What follows belongs to an exercise in optimizing a design on an open flow for small area; a production flow would make more cautious choices. At most, simulation tests tie the RTL to the original design; equivalence was not proved.

// Mesh
module Mesh(
  input         clock,
  input  [7:0]  io_in_a_0_0,
  input  [7:0]  io_in_a_1_0,
  input  [7:0]  io_in_a_2_0,
  input  [7:0]  io_in_a_3_0,
  input  [7:0]  io_in_d_0_0,
  input  [7:0]  io_in_d_1_0,
  input  [7:0]  io_in_d_2_0,
  input  [7:0]  io_in_d_3_0,
  input  [15:0] io_in_b_0_0,
  input  [15:0] io_in_b_1_0,
  input  [15:0] io_in_b_2_0,
  input  [15:0] io_in_b_3_0,
  input         io_in_control_0_0_propagate,
  input         io_in_control_1_0_propagate,
  input         io_in_control_2_0_propagate,
  input         io_in_control_3_0_propagate,
  output [15:0] io_out_c_0_0,
  output [15:0] io_out_c_1_0,
  output [15:0] io_out_c_2_0,
  output [15:0] io_out_c_3_0
);
clock: 5.2 ns
lec_check: 0
cap_margin: 20
core_margin: 2
core_utilization: 70
gpl_timing_driven: 0
place_density: 0.85
slew_margin: 20
synth_hierarchical: 1
standard.sh (not shown) runs the stock make flow with config.mk's settings and CLKGATE_MAP_FILE= SYNTH_SCRIPT=/design/flow/synth_recipe.tcl, a recipe that flattens the netlist after the stock synthesis.
==> flow/flow/run.sh <==
#!/bin/bash
# Layout with the standard flow (standard synthesis unchanged), with two
# changes: the port buffers are the smallest buffer cell, and clock tree
# synthesis inserts no dummy load cells.
set -euo pipefail
CTS="-sink_clustering_enable -repair_clock_nets -sink_clustering_size 16 -sink_clustering_max_diameter 70 -buf_list sky130_fd_sc_hd__clkbuf_8 -dont_use_dummy_load"
bash standard.sh \
  "BUFFER_PORTS_ARGS=-buffer_cell sky130_fd_sc_hd__buf_1" \
  "CTS_ARGS=$CTS" \
  finish > flow.log 2>&1
==> next run, changes <==
--- a/flow/flow/run.sh
+++ b/flow/flow/run.sh
@@ -6 +6 @@
-CTS="-sink_clustering_enable -repair_clock_nets -sink_clustering_size 16 -sink_clustering_max_diameter 70 -buf_list sky130_fd_sc_hd__clkbuf_8 -dont_use_dummy_load"
+CTS="-sink_clustering_enable -repair_clock_nets -sink_clustering_size 16 -sink_clustering_max_diameter 90 -buf_list sky130_fd_sc_hd__clkbuf_8 -dont_use_dummy_load"
Settings changed: CORE_UTILIZATION 70 to 65, PLACE_DENSITY 0.85 to 0.8.
The changed run ran to the end with no violations.
Count of clock-buffer cells in the layout falls by 1.
Via count falls by 1.4%.
Critical path depth is unchanged.
Register-to-register slack is worse by 30 ps.
Clock skew rises by 14 ps.
==> next run, changes <==
--- a/flow/flow/run.sh
+++ b/flow/flow/run.sh
@@ -6 +6 @@
-CTS="-sink_clustering_enable -repair_clock_nets -sink_clustering_size 16 -sink_clustering_max_diameter 90 -buf_list sky130_fd_sc_hd__clkbuf_8 -dont_use_dummy_load"
+CTS="-sink_clustering_enable -repair_clock_nets -sink_clustering_size 16 -sink_clustering_max_diameter 120 -buf_list sky130_fd_sc_hd__clkbuf_8 -dont_use_dummy_load"
Settings changed: CORE_UTILIZATION 65 to 55, PLACE_DENSITY 0.8 to 0.7.
After rerunning: The new run finished with timing, DRC and antenna clean; cell count goes up by 3.5%; synthesized cell count is unchanged; clock-buffer cell count goes down by 1; critical path depth goes down by 1; cell area goes up by 0.41%; wire length goes up by about 0.8%; clock skew goes up by 17 ps; hold slack loses 16 ps.
==> next run, changes <==
--- a/flow/flow/run.sh
+++ b/flow/flow/run.sh
@@ -6 +6 @@
-CTS="-sink_clustering_enable -repair_clock_nets -sink_clustering_size 16 -sink_clustering_max_diameter 120 -buf_list sky130_fd_sc_hd__clkbuf_8 -dont_use_dummy_load"
+CTS="-sink_clustering_enable -repair_clock_nets -sink_clustering_size 16 -sink_clustering_max_diameter 70 -buf_list sky130_fd_sc_hd__clkbuf_8 -dont_use_dummy_load"
Settings changed: CORE_UTILIZATION 55 to 65, PLACE_DENSITY 0.7 to 0.8.
- The changed run ran to the end with no violations
- worst setup slack is worse by 28 ps
- final area went down by 0.40%
- routed wire length falls by 0.71%
- global-route usage climbs by 4.1 points
- non-clock buffer count goes down by 1
- sequential share of layout area increases by 0.14 points
==> next run, changes <==
Settings changed: CORE_UTILIZATION 65 to 55, PLACE_DENSITY 0.8 to 0.7.
Worst setup slack improved by 32 ps.
Final area rises by 0.59%.
Routed wire length rises by 0.53%.
Count of clock-buffer cells in the layout rises by 6.

========
## maple
Mesh, a different RTL version from the one above (not shown whole).
Size in the first run: about 4500 cells after synthesis, roughly 200 I/O pins.
Design Mesh, start of the top module:
module Mesh(
  input         clock,
  input  [7:0]  io_in_a_0_0,
  input  [7:0]  io_in_a_1_0,
  input  [7:0]  io_in_a_2_0,
  input  [7:0]  io_in_a_3_0,
  input  [7:0]  io_in_d_0_0,
  input  [7:0]  io_in_d_1_0,
  input  [7:0]  io_in_d_2_0,
  input  [7:0]  io_in_d_3_0,
  input  [15:0] io_in_b_0_0,
  input  [15:0] io_in_b_1_0,
  input  [15:0] io_in_b_2_0,
  input  [15:0] io_in_b_3_0,
  input         io_in_control_0_0_propagate,
  input         io_in_control_1_0_propagate,
  input         io_in_control_2_0_propagate,
  input         io_in_control_3_0_propagate,
  output [15:0] io_out_c_0_0,
  output [15:0] io_out_c_1_0,
  output [15:0] io_out_c_2_0,
  output [15:0] io_out_c_3_0
);
export LEC_CHECK = 0
export CAP_MARGIN = 20
export CORE_MARGIN = 2
export CORE_UTILIZATION = 65
export GPL_TIMING_DRIVEN = 0
export PLACE_DENSITY = 0.8
export SLEW_MARGIN = 20
export SYNTH_HIERARCHICAL = 1
create_clock -name core_clock -period 5.2 [get_ports {clock}]
==> flow/flow/run.sh <==
#!/bin/bash
# Layout with the standard flow (standard synthesis unchanged), with two
# changes: the port buffers are the smallest buffer cell, and clock tree
# synthesis inserts no dummy load cells.
set -euo pipefail
CTS="-sink_clustering_enable -repair_clock_nets -sink_clustering_size 16 -sink_clustering_max_diameter 70 -buf_list sky130_fd_sc_hd__clkbuf_8 -dont_use_dummy_load"
bash standard.sh \
  "BUFFER_PORTS_ARGS=-buffer_cell sky130_fd_sc_hd__buf_1" \
  "CTS_ARGS=$CTS" \
  finish > flow.log 2>&1
maple closes out successfully: all stages finished, all timing, DRC and antenna checks passed.
### maple -> amber
Settings: CORE_UTILIZATION now 55, was 65; PLACE_DENSITY now 0.7, was 0.8.
## What came out
amber | status: complete | timing, DRC, antenna: pass. maple: full flow OK, the timing, design-rule and antenna checks passed. Area added between synthesis and finish: amber higher than maple. Worst reg-to-reg path cell count, amber and maple: higher on amber. Multi-input gate share of the layout cell area, amber and maple: higher on maple.
> inputs changed (amber -> onyx)
Settings: swapping 55 for 65 in CORE_UTILIZATION; swapping 0.7 for 0.8 in PLACE_DENSITY.
==> flow/flow/run.sh <==
#!/bin/bash
# Layout with the standard flow (standard synthesis unchanged), with two
# changes: the port buffers are the smallest buffer cell, and clock tree
# synthesis inserts no dummy load cells.
set -euo pipefail
CTS="-sink_clustering_enable -repair_clock_nets -sink_clustering_size 14 -sink_clustering_max_diameter 100 -buf_list sky130_fd_sc_hd__clkbuf_8 -dont_use_dummy_load"
bash standard.sh \
  "BUFFER_PORTS_ARGS=-buffer_cell sky130_fd_sc_hd__buf_1" \
  "CTS_ARGS=$CTS" \
  finish > flow.log 2>&1
Results
Relative to amber, the final worst-path setup slack of onyx is lower by 0.029 ns. Horizontal die dimension shrinks by a little under 10% when moving from amber to onyx. From onyx to amber, sum of negative setup slack did not move at all.
Setup changes, onyx to xenon
==> flow/flow/run.sh <==
#!/bin/bash
# Layout with the standard flow (standard synthesis unchanged), with two
# changes: the port buffers are the smallest buffer cell, and clock tree
# synthesis inserts no dummy load cells.
set -euo pipefail
CTS="-sink_clustering_enable -repair_clock_nets -sink_clustering_size 20 -sink_clustering_max_diameter 60 -buf_list sky130_fd_sc_hd__clkbuf_8 -dont_use_dummy_load"
bash standard.sh \
  "BUFFER_PORTS_ARGS=-buffer_cell sky130_fd_sc_hd__buf_1" \
  "CTS_ARGS=$CTS" \
  finish > flow.log 2>&1
- Comparing the two runs side by side, xenon comes out behind onyx on tightest hold margin.
- On xenon: final wirelength is 700 um lower than what onyx gave.
- Final non-filler cell total of onyx is on par with xenon.

========
Another version of the RTL of Mesh (not shown whole).
For scale: roughly 5,200 cells after synthesis, ~200 I/O pins, ~59,000 um^2 of cells after synthesis.
clock: 5.2 ns
lec_check: 0
cap_margin: 20
core_margin: 2
core_utilization: 40
cts_buf_list: sky130_fd_sc_hd__clkbuf_8 sky130_fd_sc_hd__clkbuf_16
cts_cluster_diameter: 50
cts_cluster_size: 20
place_density: 0.6
slew_margin: 20
synth_hierarchical: 1
run.sh (not shown) runs the stock make flow with config.mk's settings and CLKGATE_MAP_FILE= SYNTH_SCRIPT=/design/flow/synth_recipe.tcl, a recipe that flattens the netlist after the stock synthesis.
Stock flow here: none of the scripts above is used.
Rerun with:
Settings changed: CTS_BUF_LIST sky130_fd_sc_hd__clkbuf_8 sky130_fd_sc_hd__clkbuf_16 to sky130_fd_sc_hd__clkbuf_8, CTS_CLUSTER_DIAMETER 50 to 40, CTS_CLUSTER_SIZE 20 to 16.
Result:
- The new run completed without violations
- worst hold slack got worse by 0.010 ns
- setup slack gets better by 0.0065 ns
- synthesized area stays the same
- die area does not change
- critical path depth is unchanged
- first-iteration DRC count goes down by 1.5%

========
Another version of the RTL of Mesh (not shown whole).
For scale: ~4,600 cells after synthesis, ~200 I/O pins, ~0.055 mm2 of cells after synthesis.
==> flow/design.v (excerpt) <==
module Mesh(
  input         clock,
  input  [7:0]  io_in_a_0_0,
  input  [7:0]  io_in_a_1_0,
  input  [7:0]  io_in_a_2_0,
  input  [7:0]  io_in_a_3_0,
  input  [7:0]  io_in_d_0_0,
  input  [7:0]  io_in_d_1_0,
  input  [7:0]  io_in_d_2_0,
  input  [7:0]  io_in_d_3_0,
  input  [15:0] io_in_b_0_0,
  input  [15:0] io_in_b_1_0,
  input  [15:0] io_in_b_2_0,
  input  [15:0] io_in_b_3_0,
  input         io_in_control_0_0_propagate,
  input         io_in_control_1_0_propagate,
  input         io_in_control_2_0_propagate,
  input         io_in_control_3_0_propagate,
  output [15:0] io_out_c_0_0,
  output [15:0] io_out_c_1_0,
  output [15:0] io_out_c_2_0,
  output [15:0] io_out_c_3_0
);
export LEC_CHECK = 0
export CAP_MARGIN = 20
export CORE_MARGIN = 2
export CORE_UTILIZATION = 55
export GPL_TIMING_DRIVEN = 0
export PLACE_DENSITY = 0.7
export SLEW_MARGIN = 20
export SYNTH_HIERARCHICAL = 1
create_clock -name core_clock -period 5.2 [get_ports {clock}]
standard.sh (not shown) runs the stock make flow with config.mk's settings and CLKGATE_MAP_FILE= SYNTH_SCRIPT=/design/flow/synth_recipe.tcl, a recipe that flattens the netlist after the stock synthesis.
==> flow/flow/run.sh <==
#!/bin/bash
# Layout with the standard flow (standard synthesis unchanged), with two
# changes: the port buffers are the smallest buffer cell, and clock tree
# synthesis inserts no dummy load cells.
set -euo pipefail
CTS="-sink_clustering_enable -repair_clock_nets -sink_clustering_size 16 -sink_clustering_max_diameter 70 -buf_list sky130_fd_sc_hd__clkbuf_8 -dont_use_dummy_load"
bash standard.sh \
  "BUFFER_PORTS_ARGS=-buffer_cell sky130_fd_sc_hd__buf_1" \
  "CTS_ARGS=$CTS" \
  finish > flow.log 2>&1
Change:
CORE_UTILIZATION = 40   (was 55)
PLACE_DENSITY = 0.6   (was 0.7)
After rerunning: The new run completed with no timing, DRC or antenna violations; routed wire length increases by 5.5%; area after synthesis does not change; via count decreases by 1.1%; worst hold slack degrades by 0.017 ns; utilization decreases by 16 points; die area increases by 37%; maximum frequency barely changes; design area increases by 1.2%; worst setup slack improves by 0.014 ns.

========
Mesh, a different RTL version from the one above (not shown whole).
Size: ~4600 cells after synthesis, about 1100 flip-flops, roughly 200 I/O pins.
clock: 5.2 ns
lec_check: 0
cap_margin: 20
core_margin: 2
core_utilization: 40
gpl_timing_driven: 0
place_density: 0.6
slew_margin: 20
synth_hierarchical: 1
==> flow/flow/run.sh <==
#!/bin/bash
# Layout with the standard flow (standard synthesis unchanged), with two
# changes: the port buffers are the smallest buffer cell, and clock tree
# synthesis inserts no dummy load cells.
set -euo pipefail
CTS="-sink_clustering_enable -repair_clock_nets -sink_clustering_size 30 -sink_clustering_max_diameter 60 -buf_list sky130_fd_sc_hd__clkbuf_16 -dont_use_dummy_load"
bash standard.sh \
  "BUFFER_PORTS_ARGS=-buffer_cell sky130_fd_sc_hd__buf_1" \
  "CTS_ARGS=$CTS" \
  finish > flow.log 2>&1
The starting point went through all stages and came out clean.
Change:
==> flow/flow/run.sh (replaced) <==
#!/bin/bash
# Layout with the standard flow (standard synthesis unchanged), with two
# changes: the port buffers are the smallest buffer cell, and clock tree
# synthesis inserts no dummy load cells.
set -euo pipefail
CTS="-sink_clustering_enable -repair_clock_nets -sink_clustering_size 16 -sink_clustering_max_diameter 70 -buf_list sky130_fd_sc_hd__clkbuf_8 -dont_use_dummy_load"
bash standard.sh \
  "BUFFER_PORTS_ARGS=-buffer_cell sky130_fd_sc_hd__buf_1" \
  "CTS_ARGS=$CTS" \
  finish > flow.log 2>&1
Setup slack is worse by 0.021 ns. Final cell count is about the same. Die area does not change. Synthesized area is unchanged. Global-route usage hardly moves. Clock-buffer cell count is lower by 2. Non-clock buffer count is lower by 1.
Change:
==> flow/flow/run.sh (replaced) <==
#!/bin/bash
# Layout with the standard flow (standard synthesis unchanged), with two
# changes: the port buffers are the smallest buffer cell, and clock tree
# synthesis inserts no dummy load cells.
set -euo pipefail
CTS="-sink_clustering_enable -repair_clock_nets -sink_clustering_size 10 -sink_clustering_max_diameter 40 -buf_list {sky130_fd_sc_hd__clkbuf_4 sky130_fd_sc_hd__clkbuf_8} -dont_use_dummy_load"
bash standard.sh \
  "BUFFER_PORTS_ARGS=-buffer_cell sky130_fd_sc_hd__buf_1" \
  "CTS_ARGS=$CTS" \
  finish > flow.log 2>&1
- The new run passed the timing, design-rule and antenna checks
- global-route usage rose by 0.22 points
- core utilization went up by 0.81 points
- clock skew rose by 0.033 ns
- worst setup slack degrades by 0.0098 ns
- area after synthesis is unchanged
- sequential share of layout area went down by 0.66 points
- final cell count grows by 1.2%
- non-clock buffer count does not change
Change:
==> flow/flow/run.sh (replaced) <==
#!/bin/bash
# Layout with the standard flow (standard synthesis unchanged), with two
# changes: the port buffers are the smallest buffer cell, and clock tree
# synthesis inserts no dummy load cells.
set -euo pipefail
CTS="-sink_clustering_enable -repair_clock_nets -sink_clustering_size 16 -sink_clustering_max_diameter 40 -buf_list sky130_fd_sc_hd__clkbuf_8 -dont_use_dummy_load"
bash standard.sh \
  "BUFFER_PORTS_ARGS=-buffer_cell sky130_fd_sc_hd__buf_1" \
  "CTS_ARGS=$CTS" \
  finish > flow.log 2>&1
- CTS_BUF_LIST: unset -> sky130_fd_sc_hd__clkbuf_8
- CTS_CLUSTER_DIAMETER: unset -> 40
- CTS_CLUSTER_SIZE: unset -> 16
- GPL_TIMING_DRIVEN: 0 -> unset
Effect: Clock skew goes up by 0.0065 ns. Wire length went up by about 3%. Register-to-register slack improves by 0.04 ns. Via count grows by 1.7%. Die area is unchanged. Non-clock buffer count is higher by 172. Global-route usage goes up by 0.43 points. Hold slack is better by 0.010 ns.
No run of this note included a check of the RTL's function; only the layout flow was run.

static timing again, ports no longer ideal:
How much do the figures lean on ideal ports? The routed layouts below were timed once more, with nothing changed but the port constraints.
Step 1 (the two cells are an assumption about what drives the block):
set clk [get_ports {clock}]
set_driving_cell -lib_cell sky130_fd_sc_hd__clkbuf_16 $clk
set_driving_cell -lib_cell sky130_fd_sc_hd__buf_2 [delete_from_list [all_inputs] $clk]
Step 2 moves the port delays by t, midway between the first and last clock arrival at a register: inputs arrive t later, outputs are due t later. That takes back most of the time a late clock gives input paths.
Three values: ideal ports, drivers, drivers and shift; two values: the first two.
run | t (ns) | setup slack, ns | hold slack, ns | worst setup path at the end | latest minus earliest clock arrival (ns)
the first run of note 1 | 0.750 | 0.180 / 0.180 / 0.180 | 0.302 / 0.302 / 0.302 | register to register | 0.051 / 0.051
the second run of note 1 | 0.762 | 0.147 / 0.147 / 0.147 | 0.317 / 0.317 / 0.317 | register to register | 0.066 / 0.066
the third run of note 1 | 0.786 | 0.207 / 0.207 / 0.207 | 0.301 / 0.301 / 0.301 | register to register | 0.079 / 0.078
the fourth run of note 1 | 0.757 | 0.179 / 0.179 / 0.179 | 0.303 / 0.303 / 0.303 | register to register | 0.085 / 0.084
the fifth run of note 1 | 0.798 | 0.211 / 0.211 / 0.211 | 0.284 / 0.284 / 0.284 | register to register | 0.083 / 0.083
maple | 0.748 | 0.222 / 0.222 / 0.222 | 0.289 / 0.289 / 0.289 | register to register | 0.097 / 0.098
amber | 0.781 | 0.211 / 0.211 / 0.211 | 0.281 / 0.281 / 0.281 | register to register | 0.082 / 0.082
onyx | 0.757 | 0.183 / 0.183 / 0.183 | 0.308 / 0.308 / 0.308 | register to register | 0.044 / 0.044
xenon | 0.762 | 0.162 / 0.162 / 0.162 | 0.274 / 0.274 / 0.274 | register to register | 0.101 / 0.101
the first run of note 3 | 0.804 | 0.653 / 0.653 / 0.653 | 0.307 / 0.307 / 0.307 | register to register | 0.035 / 0.036
the second run of note 3 | 0.977 | 0.659 / 0.659 / 0.659 | 0.296 / 0.296 / 0.296 | register to register | 0.056 / 0.056
the first run of note 4 | 0.785 | 0.180 / 0.180 / 0.180 | 0.288 / 0.288 / 0.288 | register to register | 0.070 / 0.071
the second run of note 4 | 0.843 | 0.194 / 0.194 / 0.194 | 0.271 / 0.257 / 0.271 | register to register | 0.105 / 0.105
the first run of note 5 | 0.758 | 0.197 / 0.197 / 0.197 | 0.295 / 0.295 / 0.295 | register to register | 0.083 / 0.083
the second run of note 5 | 0.838 | 0.176 / 0.176 / 0.176 | 0.297 / 0.283 / 0.297 | register to register | 0.089 / 0.089
the third run of note 5 | 0.923 | 0.166 / 0.166 / 0.166 | 0.228 / 0.185 / 0.261 | register to register | 0.106 / 0.106
the fourth run of note 5 | 0.923 | 0.204 / 0.204 / 0.204 | 0.238 / 0.197 / 0.264 | register to register | 0.122 / 0.122
After both steps setup and hold are still met in every run listed.
